Context: an optimization exercise on an open-source flow, tuned for small area. The choices shown serve that exercise and are no tape-out recipe. Only simulation tests tie the RTL to the original design; equivalence was not proved.

## flow/design.v (module list and top-level ports; edited modules follow where they fit)
// module cordic: 2842 lines
module cordic(input clk,
              input signed [7:0] x_in,
              input signed [7:0] y_in,
              output signed [31:0] r,
              output signed [31:0] phi,
              output signed [31:0] dummy1,
              output signed [31:0] dummy2,
              output signed [31:0] dummy3);
  // ...
==> flow/run.sh <==
#!/bin/bash
# synth_recipe.tcl (not shown) runs the flow's synth.tcl, then flattens the netlist and writes it again
# the make line also repeats each setting of config.mk as NAME=value (left out here)
make -C /OpenROAD-flow-scripts/flow DESIGN_CONFIG=/design/flow/config.mk WORK_HOME=/design/flow/orfs CLKGATE_MAP_FILE= SYNTH_SCRIPT=/design/flow/synth_recipe.tcl finish
==> flow/config.mk <==
export PLATFORM = sky130hd
export DESIGN_NAME = cordic
export DESIGN_NICKNAME = cordic
export VERILOG_FILES = /design/flow/design.v
export SDC_FILE = /design/flow/constraint.sdc
export NUM_CORES = 4
export LEC_CHECK = 0
export CAP_MARGIN = 20
export CORE_MARGIN = 2
export CORE_UTILIZATION = 40
export CTS_BUF_LIST = sky130_fd_sc_hd__clkbuf_16
export CTS_CLUSTER_DIAMETER = 80
export CTS_CLUSTER_SIZE = 30
export SLEW_MARGIN = 20
==> flow/constraint.sdc <==
create_clock -name core_clock -period 10.0 [get_ports {clk}]
set_input_delay 2.0000 -clock core_clock [delete_from_list [all_inputs] [get_ports {clk}]]
set_output_delay 2.0000 -clock core_clock [all_outputs]
set_load 0.01 [all_outputs]
==> impl_metrics.ini, run 1 <==
[status]
outcome = finished clean

[synthesis]
postSynthCellCount = 2518
most_used_standard_cells_in_the_synthesized_netlist = sky130_fd_sc_hd__dfxtp_1 (651), sky130_fd_sc_hd__fa_1 (462), sky130_fd_sc_hd__inv_1 (427)
synth_top_cells_by_area = sky130_fd_sc_hd__dfxtp_1 (40%), sky130_fd_sc_hd__fa_1 (28%), sky130_fd_sc_hd__ha_1 (10%)
cell_type_contributing_the_most_total_cell_area_after_synthesis = sky130_fd_sc_hd__dfxtp_1
synth.ff_latch_count = 651
async_flop_share = 0
netlist-cell-type-count = 48
synth_compound_area_frac = 0.008745
yosys_warnings = 1
synth.top_cell.area_share = 0.3978

[final_layout]
final_cells = 3637
layout-drive-gt1-share = 0.03725
count_of_clock_buffers_in_the_final_design = 37
dominant_cells = multi-input gates
cell_area_after_layout_mm2 = 0.03572
design.final.nets = 3303
layout-area-overhead-vs-synth_pct = 9.028

[global_routing]
global_route_usage_over_all_layers = 0.1374
met1_usage = 0.1642
gr-usage-met2 = 0.2579

[setup_path]
slowest_stage = sky130_fd_sc_hd__clkdlybuf4s50_1
stage_delay_of_the_slowest_cell_on_the_critical_path_ns = 0.63
critical_path.endpoint_type = primary output
crit_path_max_fanout = 11
cp.arrival_ns = 7.36

[clock_network]
clkLatencyLatePin_ns = 0.57
tritoncts_num_sinks = 651
cts_tree = yes

[sta]
timing_max_transition_violations_final = 0

[detailed_routing]
detailedRoute.firstPassIterationCount = 4
detailedRoute.firstIterationViolations = 409
wl_met1_um = 22820

[hold_path]
holdPathStages = 0

[placement]
placed_cells = 3579
==> run 2: changes to the inputs <==
==> flow/flow/run.sh (new file) <==
#!/bin/bash
set -euo pipefail
export BUFFER_PORTS_ARGS="-buffer_cell sky130_fd_sc_hd__buf_1"
bash standard.sh > standard_flow.log 2>&1
==> flow/standard.sh (new file) <==
#!/bin/bash
# synth_recipe.tcl (not shown) runs the flow's synth.tcl, then flattens the netlist and writes it again
# the make line also repeats each setting of config.mk as NAME=value (left out here)
make -C /OpenROAD-flow-scripts/flow DESIGN_CONFIG=/design/flow/config.mk WORK_HOME=/design/flow/orfs CLKGATE_MAP_FILE= SYNTH_SCRIPT=/design/flow/synth_recipe.tcl "${@:-finish}"
removed: flow/run.sh
==> run 2 against run 1 <==
Global-route usage up 0.19 points. Clock skew down 0.0022 ns. Largest cell class unchanged. Wire length up 1.1%. Hold slack better by 0.0075 ns. Critical path type unchanged. Critical path depth unchanged. Core utilization down 1.1 points. Register-to-register slack worse by 0.04 ns. Design area down 2.4%. Worst setup slack better by 0.17 ns. Die area unchanged. Clock-buffer cell count down 1.
==> impl_metrics.ini, run 2 <==
[status]
outcome = finished clean

[final_layout]
layout-drive-gt1-share = 0.03876
layout-area-overhead-vs-synth_pct = 6.397
mostFrequentLayoutCells = sky130_fd_sc_hd__dfxtp_1 (651), sky130_fd_sc_hd__fa_1 (462), sky130_fd_sc_hd__inv_1 (427)
antenna_cells = 0
cell_area_after_layout_mm2 = 0.03486
design.final.nets = 3304
mostFrequentLayoutCell = sky130_fd_sc_hd__dfxtp_1

[floorplan]
chipWidth_um = 290.2
floorplan.io_pins = 177
initial_core_util = 0.4054
core_region_area_mm2 = 0.08081
die-area_mm2 = 0.08421
die_height_um = 290.2
floorplan.rows = 104

[sta]
finalSetupViolCount = 0
timing_max_transition_violations_final = 0
final_period_minus_worst_setup_slack_ns = 9.188
worst_setup_skew_after_layout_ns = 0.03021
setup-tns-final_ns = 0
tightest_slew_ns = 0.6883
max-slew-margin-rel = 0.5405
fmax_mhz = 108.8
fin_crit_sh = 0.9188
unrepaired_setup_endpoints_after_global_routing = false
final_hold_viol_count = 0

[synthesis]
synth.ff_latch_count = 651
synthesis.area_mm2 = 0.03276
postSynthCellCount = 2518
async_flop_share = 0
avgSynthCellArea_um2 = 13.01
synth_edf_count = 0
synth_top_cells_by_area = sky130_fd_sc_hd__dfxtp_1 (40%), sky130_fd_sc_hd__fa_1 (28%), sky130_fd_sc_hd__ha_1 (10%)
netlist-cell-type-count = 48
yosys_warnings = 1
synth.top_cell.area_share = 0.3978
yosys.cell_count.top_type = sky130_fd_sc_hd__dfxtp_1
most_used_standard_cells_in_the_synthesized_netlist = sky130_fd_sc_hd__dfxtp_1 (651), sky130_fd_sc_hd__fa_1 (462), sky130_fd_sc_hd__inv_1 (427)
ys_seq_area_frac = 0.3978
synth-main-ff-cell = sky130_fd_sc_hd__dfxtp_1
cell_type_contributing_the_most_total_cell_area_after_synthesis = sky130_fd_sc_hd__dfxtp_1

[clock_network]
cts_tree = yes
cts_inserted_buffers = 35
cts_resized = 0
clk_pin_slew_worst_paths_ns = 0.10
cts_root_buffer = sky130_fd_sc_hd__clkbuf_16
postCtsSetupBuffers = 0
clkLatencyLatePin_ns = 0.59
max-clock-path-buffers = 3
cts_hold_repair.buffers = 0
tritoncts_num_sinks = 651
htreeDepth = 2

[placement]
numPortBuffers = 153
globalplace.congestion = 0.8414
hpwl_um = 47080
placed_cell_area_mm2 = 0.03358

[detailed_routing]
routed_via_density = 4.283
num_vias = 15591
detailedRoute.firstIterationViolations = 471
routed_wirelength_um = 55580
average_detailed_routed_wire_length_per_instance_um = 15.27
drcViolationCount = 0
detailedRoute.firstPassIterationCount = 4
ant_nets = 0

[setup_path]
critical_path.startpoint_type = register
critical_path.endpoint_type = primary output
timing_worst_setup_path_type = reg2out
timing.critical_path.required_ns = 8.00
crit_path_max_fanout = 11
cp.arrival_ns = 7.19

[hold_path]
worstHoldPathType = reg2reg

[global_routing]
pin_count_of_the_biggest_net_entering_global_routing = 31
grt_antenna_before_repair = 1
global_route_usage_over_all_layers = 0.1394
grt_first_pass_wirelength_um = 94030
globalRoute.totalOverflow = 0
vias_in_the_first_global_route = 18023

[job]
maxCapViolCount = 0
[run 2: cell counts after synthesis]
No cell type changed its count.
[run 2: per-layer routing]
layer / track usage / vias to the layer above / share of wire
li1: - / 7485 / -
met1: 0.1636 / 7818 / 0.41
met2: 0.2634 / 200 / 0.54
met3: 0.01881 / 88 / 0.028
met4: 0.03976 / 0 / 0.025
met5: 0 / - / 0
[run 2: kinds of logic (layout without fill, tap and decap cells)]
kind of cell	after synthesis	count (layout)	share of synthesized area
other	1	23	0.0001145
multiplexers	21	21	0.006721
XOR/XNOR	352	352	0.09452
AND/OR/NAND/NOR	92	92	0.01543
buffers and inverters	626	666	0.09013
AO/OA/AOI/OAI	39	39	0.008745
adder cells (fa/ha/maj)	736	736	0.3866
flip-flops	651	651	0.3978
[run 2: worst paths after layout]
path / to / from / cells after the start / slack, ns
worst min register to register: n22_r3$_DFF_P_ / n22_r2$_DFF_P_ / 0 / 0.33
worst min-delay path: n22_r3$_DFF_P_ / n22_r2$_DFF_P_ / 0 / 0.33
worst max-delay path: phi[22] / n40_r17$_DFF_P_ / 25 / 0.81
worst max register to register: n2370_r17$_DFF_P_ / n2044_r16$_DFF_P_ / 33 / 0.85
[run 2: critical path, stage by stage, from the launching register on]
cell and delay (ns):
sky130_fd_sc_hd__dfxtp_1 0.61, sky130_fd_sc_hd__inv_1 0.35, sky130_fd_sc_hd__ha_1 0.60, sky130_fd_sc_hd__inv_1 0.10, sky130_fd_sc_hd__fa_1 0.38, sky130_fd_sc_hd__ha_1 0.19
sky130_fd_sc_hd__inv_1 0.06, sky130_fd_sc_hd__fa_1 0.16, sky130_fd_sc_hd__inv_1 0.05, sky130_fd_sc_hd__fa_1 0.39, sky130_fd_sc_hd__fa_1 0.40, sky130_fd_sc_hd__fa_1 0.39
sky130_fd_sc_hd__fa_1 0.38, sky130_fd_sc_hd__fa_1 0.37, sky130_fd_sc_hd__ha_1 0.19, sky130_fd_sc_hd__inv_1 0.06, sky130_fd_sc_hd__fa_1 0.15, sky130_fd_sc_hd__inv_1 0.05
sky130_fd_sc_hd__ha_1 0.18, sky130_fd_sc_hd__ha_1 0.20, sky130_fd_sc_hd__ha_1 0.20, sky130_fd_sc_hd__ha_1 0.18, sky130_fd_sc_hd__inv_1 0.06, sky130_fd_sc_hd__fa_1 0.17
sky130_fd_sc_hd__xor2_1 0.53, sky130_fd_sc_hd__buf_1 0.22
[run 2: cell type report]
type	count	area (um2)
clock buffer	36	900.9
clock inverter	25	380.4
fill	7440	45950
inverter	439	1653
multi-input combinational	1263	16890
sequential	651	13030
tap	1060	1326
timing repair buffer	166	671.9
[run 2: through the flow]
step	cells	worst slack, ns	hold WS [ns]	util
2_1_floorplan	2540	1.361	0.3096	-
3_3_place_gp	3579	1.060	0.3103	0.4155
3_5_place_dp	3579	0.8310	0.3121	0.4155
4_1_cts	3640	0.6272	0.3349	0.4314
5_1_grt	3640	0.1385	0.3392	0.4314
6_report	3640	0.8118	0.3324	0.4314
==> run 3: changes to the inputs <==
==> flow/flow/run.sh (replaced) <==
#!/bin/bash
set -euo pipefail
export BUFFER_PORTS_ARGS="-buffer_cell sky130_fd_sc_hd__buf_1"
export CTS_ARGS="-sink_clustering_enable -repair_clock_nets -dont_use_dummy_load -buf_list sky130_fd_sc_hd__clkbuf_16 -sink_clustering_size 30 -sink_clustering_max_diameter 80"
bash standard.sh > standard_flow.log 2>&1
==> run 3 against run 2 <==
Area after synthesis is the same. Global-route usage decreased by 0.053 points. Critical path type unchanged. Highest routed layer unchanged. Worst setup slack improved by 0.033 ns. Register-to-register slack about the same. Critical path depth unchanged. Via count fell by 0.42%. Still clean. Core utilization fell by 0.50 points. Maximum frequency up 0.36%.
==> impl_metrics.ini, run 3 <==
[setup_path]
timing.critical_path.buf_inv = 8
slowest_stage = sky130_fd_sc_hd__dfxtp_1
regToRegStartpoint = n2044_r16$_DFF_P_
critical_path.startpoint_type = register
crit_top_cell = sky130_fd_sc_hd__fa_1
critical_path.endpoint_type = primary output
crit_path_max_fanout = 11
timing.critical_path.required_ns = 8.00
ff2ff_path_depth = 33
critical-path-top-delay-family = adder cells
timing_worst_setup_path_type = reg2out
stage_delay_of_the_slowest_cell_on_the_critical_path_ns = 0.61
cp.arrival_ns = 7.16
rr_endpoint = n2370_r17$_DFF_P_
r2r_setup_slack_ns = 0.86

[synthesis]
synth.ff_latch_count = 651
synth_top_cells_by_area = sky130_fd_sc_hd__dfxtp_1 (40%), sky130_fd_sc_hd__fa_1 (28%), sky130_fd_sc_hd__ha_1 (10%)
async_flop_share = 0
postSynthCellCount = 2518
synth.top_cell.area_share = 0.3978
cell_type_contributing_the_most_total_cell_area_after_synthesis = sky130_fd_sc_hd__dfxtp_1
yosys_warnings = 1
yosys.cell_count.top_type = sky130_fd_sc_hd__dfxtp_1
netlist-cell-type-count = 48
synthesis.area_mm2 = 0.03276
synth-main-ff-cell = sky130_fd_sc_hd__dfxtp_1
synth_edf_count = 0
avgSynthCellArea_um2 = 13.01
ys_seq_area_frac = 0.3978
most_used_standard_cells_in_the_synthesized_netlist = sky130_fd_sc_hd__dfxtp_1 (651), sky130_fd_sc_hd__fa_1 (462), sky130_fd_sc_hd__inv_1 (427)

[floorplan]
core_region_area_mm2 = 0.08081
floorplan.rows = 104
floorplan.io_pins = 177
chipWidth_um = 290.2
die_height_um = 290.2
initial_core_util = 0.4054
die-area_mm2 = 0.08421

[sta]
tightest_slew_ns = 0.6881
fmax_mhz = 109.2
final_hold_viol_count = 0
max-slew-margin-rel = 0.5406
fin_crit_sh = 0.9155
setup-tns-final_ns = 0
unrepaired_setup_endpoints_after_global_routing = false
worst_setup_skew_after_layout_ns = 0.08634
finalSetupViolCount = 0
timing_max_transition_violations_final = 0
final_period_minus_worst_setup_slack_ns = 9.155

[clock_network]
cts_resized = 0
clk_pin_slew_worst_paths_ns = 0.09
htreeDepth = 2
cts_hold_repair.buffers = 0
clkLatencyLatePin_ns = 0.59
max-clock-path-buffers = 3
cts_inserted_buffers = 35
cts_root_buffer = sky130_fd_sc_hd__clkbuf_16
tritoncts_num_sinks = 651
cts_tree = yes
postCtsSetupBuffers = 0

[global_routing]
grt_first_pass_wirelength_um = 93580
global_route_usage_over_all_layers = 0.1388
globalRoute.totalOverflow = 0
grt_antenna_before_repair = 1
vias_in_the_first_global_route = 17990
pin_count_of_the_biggest_net_entering_global_routing = 31

[hold_path]
hold_path_end = n12_r4$_DFF_P_
worstHoldPathType = reg2reg
launch_point_of_the_worst_hold_path = n12_r3$_DFF_P_
holdPathStages = 0

[detailed_routing]
routed_via_density = 4.296
ant_nets = 0
average_detailed_routed_wire_length_per_instance_um = 15.33
num_vias = 15526
routed_wirelength_um = 55410
detailedRoute.firstPassIterationCount = 5
drcViolationCount = 0
detailedRoute.firstIterationViolations = 506

[placement]
placed_cell_area_mm2 = 0.03358
hpwl_um = 47080
numPortBuffers = 153
globalplace.congestion = 0.8414

[final_layout]
area_taken_by_multi_input_logic_gates_mm2 = 0.01689
design.final.nets = 3304
mostFrequentLayoutCells = sky130_fd_sc_hd__dfxtp_1 (651), sky130_fd_sc_hd__fa_1 (462), sky130_fd_sc_hd__inv_1 (427)
mostFrequentLayoutCell = sky130_fd_sc_hd__dfxtp_1
layout-drive-gt1-share = 0.02937
layout-area-overhead-vs-synth_pct = 5.159
cell_area_after_layout_mm2 = 0.03445
num-fill-cells = 7474
seqCellArea_mm2 = 0.01303
antenna_cells = 0

[job]
maxCapViolCount = 0

[status]
outcome = finished clean
[run 3: cell count changes in the layout (fill, tap and decap cells not counted), sizes merged]
cell / previous run / this run
clkinv: 12 / 1
inv: 448 / 438
bufinv: 3 / 0
clkbuf: 36 / 35
clkinvlp: 1 / 0
[run 3: through the flow]
step	util	worst slack (ns)	hold WS, ns	cells
floorplan	-	1.361	0.3096	2540
global placement	0.4155	1.060	0.3103	3579
detailed placement	0.4155	0.8310	0.3121	3579
CTS	0.4264	0.6759	0.3098	3614
global route	0.4264	0.1913	0.3086	3614
finish	0.4264	0.8449	0.3035	3614
[run 3: worst max path at each step]
stage | startpoint | endpoint | slack, ns | cells after the start
2_1_floorplan | n2044_r16$_DFF_P_ | n2370_r17$_DFF_P_ | 1.36 | 33
3_3_place_gp | n2044_r16$_DFF_P_ | n2370_r17$_DFF_P_ | 1.06 | 33
3_5_place_dp | n2044_r16$_DFF_P_ | n2370_r17$_DFF_P_ | 0.83 | 33
4_1_cts | n40_r17$_DFF_P_ | phi[22] | 0.68 | 25
5_1_grt | n40_r17$_DFF_P_ | phi[22] | 0.19 | 25
6_report | n40_r17$_DFF_P_ | phi[22] | 0.84 | 25
[run 3: cell families after synthesis]
family,count (synthesis),share of synthesized area
compound gates,39,0.008745
xor+xnor,352,0.09452
fa+ha+maj,736,0.3866
buf+inv,626,0.09013
flops,651,0.3978
mux,21,0.006721
other cells,1,0.0001145
simple gates,92,0.01543
[run 3: area by class of cell]
| type | count | area share |
|---|---|---|
| timing repair buffer | 166 | 0.01950 |
| sequential | 651 | 0.3783 |
| multi-input combinational | 1263 | 0.4903 |
| tap | 1060 | 0.03850 |
| clock buffer | 35 | 0.02542 |
| inverter | 439 | 0.04797 |
[run 3: worst register-to-register path: cells and delay by family (launching register included)]
kind	cells	cell delay [ns]
compound gates	2	0.29
flops	1	0.32
xor+xnor	1	0.45
mux	1	0.27
fa+ha+maj	23	6.94
buf+inv	5	0.53
simple gates	1	0.25
[run 3: routing by layer]
layer / up-vias / part of all wire / wire (um) / GRT usage
met3: 81 / 0.027 / 1513 / 0.01843
met4: 0 / 0.026 / 1441 / 0.04090
met1: 7778 / 0.41 / 22740 / 0.1625
met5: - / 0 / 0 / 0
met2: 211 / 0.54 / 29710 / 0.2626
li1: 7456 / - / - / -
==> run 4: changes to the inputs <==
==> flow/flow/run.sh (replaced) <==
#!/bin/bash
set -euo pipefail
export BUFFER_PORTS_ARGS="-buffer_cell sky130_fd_sc_hd__buf_1"
export CTS_ARGS='-sink_clustering_enable -repair_clock_nets -dont_use_dummy_load -buf_list {sky130_fd_sc_hd__clkbuf_8 sky130_fd_sc_hd__clkbuf_16} -sink_clustering_size 20 -sink_clustering_max_diameter 60'
bash standard.sh > standard_flow.log 2>&1
==> run 4 against run 3 <==
Flip-flop and latch count unchanged. Sequential share of layout area fell by 0.46 points. Design area up 1.2%. Global-route usage is 0.12 points higher. Largest cell class unchanged. Wire length increased by 0.56%. Maximum frequency decreased by 0.30%. Clock-buffer cell count up 17. Critical path type is now reg2reg.
==> impl_metrics.ini, run 4 <==
[clock_network]
cts_hold_repair.buffers = 0
htreeDepth = 2
max-clock-path-buffers = 3
clk_pin_slew_worst_paths_ns = 0.07
cts_inserted_buffers = 52
clkLatencyLatePin_ns = 0.61
cts_tree = yes
postCtsSetupBuffers = 0
tritoncts_num_sinks = 651
cts_resized = 0
cts_root_buffer = sky130_fd_sc_hd__clkbuf_16

[hold_path]
launch_point_of_the_worst_hold_path = n40_r6$_DFF_P_
hold_path_end = n40_r7$_DFF_P_
worstHoldPathType = reg2reg
holdPathStages = 0

[sta]
fin_hold_ws_ns = 0.2794
fin_crit_sh = 0.9183
max-slew-margin-rel = 0.5430
fmax_mhz = 108.9
unrepaired_setup_endpoints_after_global_routing = false
worst_setup_skew_after_layout_ns = 0.08411
tightest_slew_ns = 0.6846
setup-tns-final_ns = 0
final_period_minus_worst_setup_slack_ns = 9.183
timing_max_transition_violations_final = 0
finalSetupViolCount = 0
final_hold_viol_count = 0

[final_layout]
seqCellArea_mm2 = 0.01303
layout-area-overhead-vs-synth_pct = 6.458
area_taken_by_multi_input_logic_gates_mm2 = 0.01689
design.final.nets = 3321
antenna_cells = 0
mostFrequentLayoutCell = sky130_fd_sc_hd__dfxtp_1
layout-drive-gt1-share = 0.03578
num-fill-cells = 7436
mostFrequentLayoutCells = sky130_fd_sc_hd__dfxtp_1 (651), sky130_fd_sc_hd__fa_1 (462), sky130_fd_sc_hd__inv_1 (427)

[synthesis]
synth_top_cells_by_area = sky130_fd_sc_hd__dfxtp_1 (40%), sky130_fd_sc_hd__fa_1 (28%), sky130_fd_sc_hd__ha_1 (10%)
async_flop_share = 0
synth_edf_count = 0
avgSynthCellArea_um2 = 13.01
synth.top_cell.area_share = 0.3978
postSynthCellCount = 2518
combinational_family_with_the_most_area_after_synthesis = adder cells
synthesis.area_mm2 = 0.03276
cell_type_contributing_the_most_total_cell_area_after_synthesis = sky130_fd_sc_hd__dfxtp_1
yosys.area_share.xor_xnor = 0.09452
most_used_standard_cells_in_the_synthesized_netlist = sky130_fd_sc_hd__dfxtp_1 (651), sky130_fd_sc_hd__fa_1 (462), sky130_fd_sc_hd__inv_1 (427)
synth_compound_area_frac = 0.008745
yosys-mux-area-fraction = 0.006721
synth-main-ff-cell = sky130_fd_sc_hd__dfxtp_1
synth-simple-area-share = 0.01543
netlist-cell-type-count = 48
ys_seq_area_frac = 0.3978
synth.ff_latch_count = 651
synth-adder-area-share = 0.3866
yosys_warnings = 1
yosys.cell_count.top_type = sky130_fd_sc_hd__dfxtp_1

[setup_path]
crit_top_cell = sky130_fd_sc_hd__ha_1
timing.critical_path.required_ns = 10.44
cp.arrival_ns = 9.62
crit_path_max_fanout = 10
r2r_setup_slack_ns = 0.82
critical_path.endpoint_type = register
timing_worst_setup_path_type = reg2reg
critical_path.startpoint_type = register
ff2ff_path_depth = 33
rr_endpoint = n2370_r17$_DFF_P_
regToRegStartpoint = n2044_r16$_DFF_P_
slowest_stage = sky130_fd_sc_hd__fa_1
stage_delay_of_the_slowest_cell_on_the_critical_path_ns = 0.55

[floorplan]
core_region_area_mm2 = 0.08081
chipWidth_um = 290.2
die-area_mm2 = 0.08421
floorplan.rows = 104
floorplan.io_pins = 177
die_height_um = 290.2
initial_core_util = 0.4054

[global_routing]
globalRoute.totalOverflow = 0
grt_first_pass_wirelength_um = 94410
pin_count_of_the_biggest_net_entering_global_routing = 26
grt_antenna_before_repair = 1
vias_in_the_first_global_route = 18195
global_route_usage_over_all_layers = 0.1400

[job]
maxCapViolCount = 0

[placement]
hpwl_um = 47080
globalplace.congestion = 0.8414
numPortBuffers = 153

[detailed_routing]
detailedRoute.firstPassIterationCount = 4
routed_wirelength_um = 55720
num_vias = 15598
detailedRoute.firstIterationViolations = 504
drcViolationCount = 0
ant_nets = 0
average_detailed_routed_wire_length_per_instance_um = 15.35
routed_via_density = 4.296

[status]
outcome = finished clean
[run 4: cell counts after synthesis]
Identical to the previous run, type by type.
[run 4: layout make-up]
type / count / share of cell area
Multi-Input combinational cell: 1263 / 0.4844
Clock buffer: 52 / 0.03731
Sequential cell: 651 / 0.3737
Inverter: 439 / 0.04739
Timing Repair Buffer: 166 / 0.01926
Tap cell: 1060 / 0.03803
[run 4: stage by stage]
| stage | cell area, um2 | worst slack [ns] | cells | utilization |
|---|---|---|---|---|
| floorplan | 32850 | 1.361 | 2540 | - |
| global placement | 33580 | 1.060 | 3579 | 0.4155 |
| detailed placement | 33580 | 0.8310 | 3579 | 0.4155 |
| CTS | 34880 | 0.6227 | 3631 | 0.4316 |
| global route | 34880 | 0.1399 | 3631 | 0.4316 |
| finish | 34880 | 0.8170 | 3631 | 0.4316 |
[run 4: worst max-delay path: cells and delay by family, from the launching register on]
kind	cells	cell delay, ns
fa+ha+maj	23	6.93
flops	1	0.32
buf+inv	5	0.53
xor+xnor	1	0.45
compound gates	2	0.29
mux	1	0.27
simple gates	1	0.25
[run 4: per-layer routing]
metal  vias up  global-route usage  routed length (um)
li1       7494                   -                   -
met1      7783              0.1632               22640
met2       233              0.2638               29830
met3        88             0.01973                1787
met4         0             0.04332                1463
met5         -                   0                   0
[run 4: worst max-delay path by stage]
stage,slack (ns),start,end,cells past startpoint
2_1_floorplan,1.36,n2044_r16$_DFF_P_,n2370_r17$_DFF_P_,33
3_3_place_gp,1.06,n2044_r16$_DFF_P_,n2370_r17$_DFF_P_,33
3_5_place_dp,0.83,n2044_r16$_DFF_P_,n2370_r17$_DFF_P_,33
4_1_cts,0.62,n40_r17$_DFF_P_,phi[22],25
5_1_grt,0.14,n40_r17$_DFF_P_,phi[22],25
6_report,0.82,n2044_r16$_DFF_P_,n2370_r17$_DFF_P_,33
[run 4: logic make-up after synthesis]
kind of cell / count (synthesis)
buf+inv: 626
flops: 651
xor+xnor: 352
simple gates: 92
fa+ha+maj: 736
compound gates: 39
other cells: 1
mux: 21

-- separate check: timing with driven ports --
The results above use ideal ports. As a check the final layouts listed here were re-extracted and re-timed, cells and wires unchanged. Step 1: set_driving_cell puts a clkbuf_16 on clk and a buf_2 on each other input, an assumption about the parent block. Step 2 adds t to the input delays and takes it off the output delays; t is the mean of the earliest and latest rising clock arrival at the registers after step 1. Input paths then give back, and output paths get back, about the clock's delay inside the block. a / b / c = ideal ports / drivers / drivers and shift; a / b = the first two.
| run | t (ns) | slack for setup (ns) | hold slack, ns | pins driven straight from the clock port |
|---|---|---|---|---|
| run 1 | 0.619 | 0.644 / 0.585 / 0.886 | 0.325 / 0.325 / 0.325 | 1 |
| run 2 | 0.638 | 0.812 / 0.748 / 0.852 | 0.332 / 0.332 / 0.332 | 1 |
| run 3 | 0.607 | 0.845 / 0.783 / 0.858 | 0.304 / 0.304 / 0.304 | 1 |
| run 4 | 0.633 | 0.817 / 0.774 / 0.817 | 0.279 / 0.279 / 0.279 | 1 |
After both steps every run listed still meets setup and hold.
